Background: an optimization exercise with open tools, aiming at small area, a short achievable clock period and few clock cycles per item. Do not read the settings as production practice.
RTL that was checked went through simulation tests only; none was proved equivalent to the original.

==> inputs of run a <==
==> flow/design.v <==
`timescale 1ns / 1ps
module MINB #(parameter N = 9) ( w, m );
input  [8*N-1:0] w;
output [7:0]     m;
wire [N-1:0] dead [0:8];
assign dead[8] = {N{1'b0}};
genvar k, i;
generate for (k = 7; k >= 0; k = k - 1) begin : gk
    wire [N-1:0] e;
    for (i = 0; i < N; i = i + 1) begin : gi
        assign e[i] = dead[k+1][i] | w[8*i+k];
    end
    assign m[k] = &e;
    assign dead[k] = dead[k+1] | ({N{~m[k]}} & e);
end endgenerate
endmodule
module MIN9( w, m );
input  [71:0] w;
output [7:0]  m;
MINB #(9) mn (w, m);
endmodule
`timescale 1ns / 1ps
module LT8( a, b, lt );
input  [7:0] a, b;
output lt;
wire [8:0] c;
assign c[0] = 1'b0;
genvar i;
generate for (i = 0; i < 8; i = i + 1) begin : gb
    assign c[i+1] = (a[i] ^ b[i]) ? b[i] : c[i];
end endgenerate
assign lt = c[8];
endmodule
`timescale 1ns / 1ps
module MAX3( a, b, c, m );
input  [7:0] a, b, c;
output [7:0] m;
wire [7:0] mn;
MINB #(3) mx ({~c, ~b, ~a}, mn);
assign m = ~mn;
endmodule
`timescale 1ns / 1ps
module alight_est( clock, reset, valid, start, min, A, Aq );
input clock;
input reset;
input valid;
input start;
input  [7:0] min;
output [7:0] A;
output [6:0] Aq;
reg [6:0] Areg;
wire [6:0] base = start ? 7'd52 : Areg;         
wire [7:0] mx_n;
MINB #(2) mx ({~min, 1'b0, ~base}, mx_n);
assign A  = ~mx_n;
assign Aq = Areg;
always @(posedge clock)
begin
    if (reset)      Areg <= 7'd52;
    else if (valid) Areg <= A[6:0];
end
endmodule
`timescale 1ns / 1ps
module transmission_estimation( r5, g5, b5, bc3 );
input  [7:0] r5, g5, b5;
output [7:0] bc3;
wire [7:0] bc;
MAX3 mx (r5, g5, b5, bc);
wire [7:0] y = {bc[6:0], 1'b0};
wire [8:0] c;
assign c[0] = 1'b0;
genvar i;
generate for (i = 0; i < 8; i = i + 1) begin : gb
    assign bc3[i]  = bc[i] ^ y[i] ^ c[i];
    assign c[i+1] = (bc[i] ^ y[i]) ? c[i] : bc[i];
end endgenerate
endmodule
`timescale 1ns / 1ps
module ABSDIFF( C, A, d, s );
input  [7:0] C, A;
output [7:0] d;
output       s;
wire [7:0] x;
wire [8:0] bo, nz;
assign bo[0] = 1'b0;
assign nz[0] = 1'b0;
genvar i;
generate for (i = 0; i < 8; i = i + 1) begin : gd
    assign x[i]    = C[i] ^ A[i] ^ bo[i];
    assign bo[i+1] = (C[i] ^ A[i]) ? A[i] : bo[i];
    assign d[i]    = x[i] ^ (bo[8] & nz[i]);
    assign nz[i+1] = nz[i] | x[i];
end endgenerate
assign s = ~bo[8] & nz[8];
endmodule
module div_step #(parameter K = 7) ( x, t, y );
input  [23:0] x;
input  [7:0]  t;
output [23:0] y;
wire [8:0] a = {x[7:0], 1'b0};
wire [8:0] d;
wire [9:0] bw;
assign bw[0] = 1'b0;
genvar i;
generate for (i = 0; i < 9; i = i + 1) begin : gi
    wire ti = (i < 8) ? t[i] : 1'b0;
    assign d[i]    = 1'b0;
    assign bw[i+1] = (a[i] ^ ti) ? ti : bw[i];
end endgenerate
wire       b  = ~bw[9];                      
wire [7:0] ts = t & {8{b}};
wire [8:0] b2;
wire [7:0] rn;
assign b2[0] = 1'b0;
for (i = 0; i < 8; i = i + 1) begin : gs
    assign rn[i]   = a[i] ^ ts[i] ^ b2[i];
    assign b2[i+1] = (a[i] ^ ts[i]) ? ts[i] : b2[i];
end
wire [7:0] q  = x[15:8] | ({7'd0, b} << K);
assign y = {x[23:16], q, (K == 0) ? 8'd0 : rn};
endmodule
module scene_recovery( A, q, s, J );
input  [7:0] A, q;
input        s;
output [7:0] J;
wire [7:0] y = s ? q : ~q;
wire [7:0] u;
wire [8:0] c;
assign c[0] = ~s;
genvar i;
generate for (i = 0; i < 8; i = i + 1) begin : gb
    wire a = (i == 7) ? 1'b1 : A[i];
    assign u[i]   = a ^ y[i] ^ c[i];
    assign c[i+1] = (a ^ y[i]) ? c[i] : a;
end endgenerate
assign J = (c[8] == s) ? {8{s}} : u;
endmodule
`timescale 1ns / 1ps
module haze_removal( clock, reset, in_valid, frame_start, win_r, win_g, win_b,
                     out_valid, Jr, Jg, Jb );
parameter ICUT = 1;                   
parameter GCUT = 0;                   
parameter MCUT = 0;                   
parameter [7:0] DCUT = 8'b00100001;   
parameter SCUT = 0;                   
parameter OCUT = 1;                   
input clock;
input reset;
input in_valid;
input frame_start;
input [71:0] win_r, win_g, win_b;
output out_valid;
output [7:0] Jr, Jg, Jb;
wire [71:0] wr, wg, wb;
wire        v0, fs0;
PIPE  #(217, ICUT) p_i  (clock, {frame_start, win_r, win_g, win_b}, {fs0, wr, wg, wb});
VPIPE #(ICUT)      p_iv (clock, reset, in_valid, v0);
wire [23:0] gr_c, gg_c, gb_c;
MINB #(3) g_r0 (wr[23:0],  gr_c[7:0]);
MINB #(3) g_r1 (wr[47:24], gr_c[15:8]);
MINB #(3) g_r2 (wr[71:48], gr_c[23:16]);
MINB #(3) g_g0 (wg[23:0],  gg_c[7:0]);
MINB #(3) g_g1 (wg[47:24], gg_c[15:8]);
MINB #(3) g_g2 (wg[71:48], gg_c[23:16]);
MINB #(3) g_b0 (wb[23:0],  gb_c[7:0]);
MINB #(3) g_b1 (wb[47:24], gb_c[15:8]);
MINB #(3) g_b2 (wb[71:48], gb_c[23:16]);
wire [23:0] gr, gg, gb;
wire [7:0]  cr1, cg1, cb1;
wire        v1, fs1;
PIPE  #(97, GCUT) p_g  (clock, {fs0, gr_c, gg_c, gb_c, wr[39:32], wg[39:32], wb[39:32]},
                               {fs1, gr, gg, gb, cr1, cg1, cb1});
VPIPE #(GCUT)      p_gv (clock, reset, v0, v1);
wire [7:0] mr_c, mg_c, mb_c, bc3;
transmission_estimation bc_est (cr1, cg1, cb1, bc3);
MINB #(3) m_r (gr, mr_c);
MINB #(3) m_g (gg, mg_c);
MINB #(3) m_b (gb, mb_c);
wire [7:0] mr, mg, mb, bc3m, cr, cg, cb;
wire       v2, fs2;
PIPE  #(57, MCUT) p_m  (clock, {fs1, mr_c, mg_c, mb_c, bc3, cr1, cg1, cb1},
                               {fs2, mr, mg, mb, bc3m, cr, cg, cb});
VPIPE #(MCUT)     p_mv (clock, reset, v1, v2);
wire [7:0] t_n;
MINB #(4) t_max ({~bc3m, mr, mg, mb}, t_n);
wire [7:0] t = ~t_n;
wire [7:0] Ar, Ag, Ab;        
wire [6:0] Ar_q, Ag_q, Ab_q;  
alight_est al_r (clock, reset, v2, fs2, mr, Ar, Ar_q);
alight_est al_g (clock, reset, v2, fs2, mg, Ag, Ag_q);
alight_est al_b (clock, reset, v2, fs2, mb, Ab, Ab_q);
wire [7:0] dr, dg, db;
wire       sr, sg, sb;
ABSDIFF ad_r (cr, Ar, dr, sr);
ABSDIFF ad_g (cg, Ag, dg, sg);
ABSDIFF ad_b (cb, Ab, db, sb);
wire [23:0] br [0:8];
wire [23:0] bg [0:8];
wire [23:0] bb [0:8];
wire [7:0]  tt [0:8];
wire        vv [0:8];
assign br[0] = {sr, Ar[6:0], 8'd0, dr};
assign bg[0] = {sg, Ag[6:0], 8'd0, dg};
assign bb[0] = {sb, Ab[6:0], 8'd0, db};
assign tt[0] = t;
assign vv[0] = v2;
genvar k;
generate
for (k = 0; k < 8; k = k + 1) begin : step
    wire [23:0] xr, xg, xb;
    wire [7:0]  xt;
    wire        xv;
    DPIPE #(DCUT[k], (DCUT & ((8'd1 << k) - 8'd1)) != 8'd0) p_d (clock, reset, br[k], bg[k], bb[k], tt[k], vv[k],
                                 Ar_q, Ag_q, Ab_q, xr, xg, xb, xt, xv);
    div_step #(.K(7-k)) sr (xr, xt, br[k+1]);
    div_step #(.K(7-k)) sg (xg, xt, bg[k+1]);
    div_step #(.K(7-k)) sb (xb, xt, bb[k+1]);
    assign tt[k+1] = xt;
    assign vv[k+1] = xv;
end
endgenerate
wire [23:0] yr, yg, yb;
wire [7:0]  yt;
wire        yv;
DPIPE #(SCUT, DCUT != 8'd0) p_s (clock, reset, br[8], bg[8], bb[8], tt[8], vv[8],
                          Ar_q, Ag_q, Ab_q, yr, yg, yb, yt, yv);
wire [7:0] Jr_c, Jg_c, Jb_c;
scene_recovery rc_r ({1'b1, yr[22:16]}, yr[15:8], yr[23], Jr_c);
scene_recovery rc_g ({1'b1, yg[22:16]}, yg[15:8], yg[23], Jg_c);
scene_recovery rc_b ({1'b1, yb[22:16]}, yb[15:8], yb[23], Jb_c);
PIPE  #(24, OCUT) p_o  (clock, {Jr_c, Jg_c, Jb_c}, {Jr, Jg, Jb});
VPIPE #(OCUT)     p_ov (clock, reset, yv, out_valid);
endmodule
module PIPE #(parameter W = 1, parameter EN = 1) ( clock, d, q );
input          clock;
input  [W-1:0] d;
output [W-1:0] q;
generate if (EN) begin : r
    reg [W-1:0] x;
    always @(posedge clock) x <= d;
    assign q = x;
end else begin : w
    assign q = d;
end endgenerate
endmodule
module VPIPE #(parameter EN = 1) ( clock, reset, d, q );
input  clock, reset, d;
output q;
generate if (EN) begin : r
    reg x;
    always @(posedge clock)
        if (reset) x <= 1'b0;
        else       x <= d;
    assign q = x;
end else begin : w
    assign q = d;
end endgenerate
endmodule
module DPIPE #(parameter EN = 1, parameter AFTER = 0) ( clock, reset, dr, dg, db, dt, dv,
                                                        Ar, Ag, Ab, qr, qg, qb, qt, qv );
input         clock, reset;
input  [23:0] dr, dg, db;
input  [7:0]  dt;
input         dv;
input  [6:0]  Ar, Ag, Ab;
output [23:0] qr, qg, qb;
output [7:0]  qt;
output        qv;
generate if (EN) begin : r
    reg [23:0] xr, xg, xb;
    reg [7:0]  xt;
    always @(posedge clock)
    begin
        xr <= dr; xg <= dg; xb <= db; xt <= dt;
    end
    if (AFTER) begin : a
        assign qr = xr; assign qg = xg; assign qb = xb;
    end else begin : n
        assign qr = {xr[23], Ar, xr[15:0]};
        assign qg = {xg[23], Ag, xg[15:0]};
        assign qb = {xb[23], Ab, xb[15:0]};
    end
    assign qt = xt;
    VPIPE #(1) v (clock, reset, dv, qv);
end else begin : w
    assign qr = dr; assign qg = dg; assign qb = db; assign qt = dt; assign qv = dv;
end endgenerate
endmodule
==> flow/flow/run.sh <==
#!/bin/bash
# The standard layout (bash standard.sh: ORFS synthesis to finish, with
# the standard flow's config.mk and SDC unchanged), with two changes to how the layout is
# made:
#  * the port buffers are plain buffers (buf_1) instead of the delay buffers
#    that buffer_ports otherwise picks;
#  * repair_timing aims for a setup slack margin, so that the resizer works on
#    the critical paths although the 40 ns clock is met with room to spare.
# Each tool's full output goes to standard.log in this folder (ORFS also
# keeps its per-step logs under orfs/logs).
set -euo pipefail
export BUFFER_PORTS_ARGS="-buffer_cell sky130_fd_sc_hd__buf_1"
export SETUP_SLACK_MARGIN=${SETUP_SLACK_MARGIN_OVERRIDE:-28.5}
bash standard.sh > standard.log 2>&1
==> flow/standard.sh <==
#!/bin/bash
# synth_recipe.tcl (not shown) runs the flow's synth.tcl, then flattens the netlist and writes it again
# the make line also repeats each setting of config.mk as NAME=value (left out here)
make -C /OpenROAD-flow-scripts/flow DESIGN_CONFIG=/design/flow/config.mk WORK_HOME=/design/flow/orfs CLKGATE_MAP_FILE= SYNTH_SCRIPT=/design/flow/synth_recipe.tcl "${@:-finish}"
==> flow/config.mk <==
export PLATFORM = sky130hd
export DESIGN_NAME = haze_removal
export DESIGN_NICKNAME = haze_removal
export VERILOG_FILES = /design/flow/design.v
export SDC_FILE = /design/flow/constraint.sdc
export NUM_CORES = 4
export LEC_CHECK = 0
export ABC_AREA = 1
export CAP_MARGIN = 20
export CORE_MARGIN = 2
export CORE_UTILIZATION = 40
export SLEW_MARGIN = 20
==> flow/constraint.sdc <==
create_clock -name core_clock -period 40.0 [get_ports {clock}]
set_input_delay 8.0000 -clock core_clock [delete_from_list [all_inputs] [get_ports {clock}]]
set_output_delay 8.0000 -clock core_clock [all_outputs]
set_load 0.01 [all_outputs]
==> run b: changes against run a <==
--- a/flow/design.v
+++ b/flow/design.v
@@ -51,7 +51,7 @@
 reg [6:0] Areg;
 wire [6:0] base = start ? 7'd52 : Areg;         
-wire [7:0] mx_n;
-MINB #(2) mx ({~min, 1'b0, ~base}, mx_n);
-assign A  = ~mx_n;
+wire lt;
+LT8 cmp ({1'b1, base}, min, lt);
+assign A  = lt ? min : {1'b1, base};
 assign Aq = Areg;
 always @(posedge clock)
@@ -105,16 +105,9 @@
 generate for (i = 0; i < 9; i = i + 1) begin : gi
     wire ti = (i < 8) ? t[i] : 1'b0;
-    assign d[i]    = 1'b0;
+    assign d[i]    = a[i] ^ ti ^ bw[i];
     assign bw[i+1] = (a[i] ^ ti) ? ti : bw[i];
 end endgenerate
 wire       b  = ~bw[9];                      
-wire [7:0] ts = t & {8{b}};
-wire [8:0] b2;
-wire [7:0] rn;
-assign b2[0] = 1'b0;
-for (i = 0; i < 8; i = i + 1) begin : gs
-    assign rn[i]   = a[i] ^ ts[i] ^ b2[i];
-    assign b2[i+1] = (a[i] ^ ts[i]) ? ts[i] : b2[i];
-end
+wire [7:0] rn = b ? d[7:0] : a[7:0];
 wire [7:0] q  = x[15:8] | ({7'd0, b} << K);
 assign y = {x[23:16], q, (K == 0) ? 8'd0 : rn};
@@ -139,8 +132,8 @@
 module haze_removal( clock, reset, in_valid, frame_start, win_r, win_g, win_b,
                      out_valid, Jr, Jg, Jb );
-parameter ICUT = 1;                   
-parameter GCUT = 0;                   
+parameter ICUT = 0;                   
+parameter GCUT = 1;                   
 parameter MCUT = 0;                   
-parameter [7:0] DCUT = 8'b00100001;   
+parameter [7:0] DCUT = 8'b00001000;   
 parameter SCUT = 0;                   
 parameter OCUT = 1;                   
==> flow/flow/run.sh (replaced) <==
#!/bin/bash
# The standard layout (bash standard.sh: ORFS synthesis to finish, with
# the standard flow's config.mk and SDC unchanged), with two changes to how the layout is
# made:
#  * the port buffers are plain buffers (buf_2) instead of the delay buffers
#    that buffer_ports otherwise picks;
#  * repair_timing aims for a setup slack margin, so that the resizer works on
#    the critical paths although the 40 ns clock is met with room to spare.
# Each tool's full output goes to standard.log in this folder (ORFS also
# keeps its per-step logs under orfs/logs).
set -euo pipefail
export BUFFER_PORTS_ARGS="-buffer_cell sky130_fd_sc_hd__buf_2"
export SETUP_SLACK_MARGIN=${SETUP_SLACK_MARGIN_OVERRIDE:-0}
bash standard.sh > standard.log 2>&1
CORE_UTILIZATION = 60   (was 40)
==> results.cfg <==
[routing]
wl_per_cell_um = 13.51

[setup_path]
regToRegStartpoint = p_g.r.x[23]$_DFF_P_

[layout]
clock_buffers = 17

[run_status]
status = finished clean
The numbers above come from run b.

==> results.cfg <==
[routing]
wl_per_cell_um = 13.32
via_per_inst = 4.726

[setup_path]
regToRegStartpoint = p_i.r.x[39]$_DFF_P_

[global_route]
use_met2 = 0.3500
use_met1 = 0.2545
grt.busiest_layer = met2

[run_status]
status = finished clean
The numbers above come from run a.

Testbench counts of run b, summed over its fixed seeds: cycles 16,016, items 16,000.
The RTL of run a was laid out without a check of its function.

re-timing with driven ports:
How much do the figures lean on ideal ports? The routed layouts below were timed once more, with nothing changed but the port constraints.
Step 1 assumes that a clkbuf_16 drives the clock port and a buf_2 every other input.
Step 2 adds t to the input delays and takes it off the output delays; t is the mean of the earliest and latest rising clock arrival at the registers after step 1. Input paths then give back, and output paths get back, about the clock's delay inside the block.
Slacks: ideal / step 1 / step 2; pairs: ideal / step 1.
run	shift t [ns]	slack for setup (ns)	worst setup path after step 2	worst data-port slew with drivers (ns)	pins driven straight from the clock port
run a	0.632	30.956 / 30.899 / 31.200	input to register	0.07	1
run b	0.512	28.233 / 28.233 / 28.201	input to register	0.06	1
After both steps every run listed still meets setup and hold. The setup slack of run b, which loses most, moves by 0.000 ns with the drivers and by -0.032 ns with both steps.
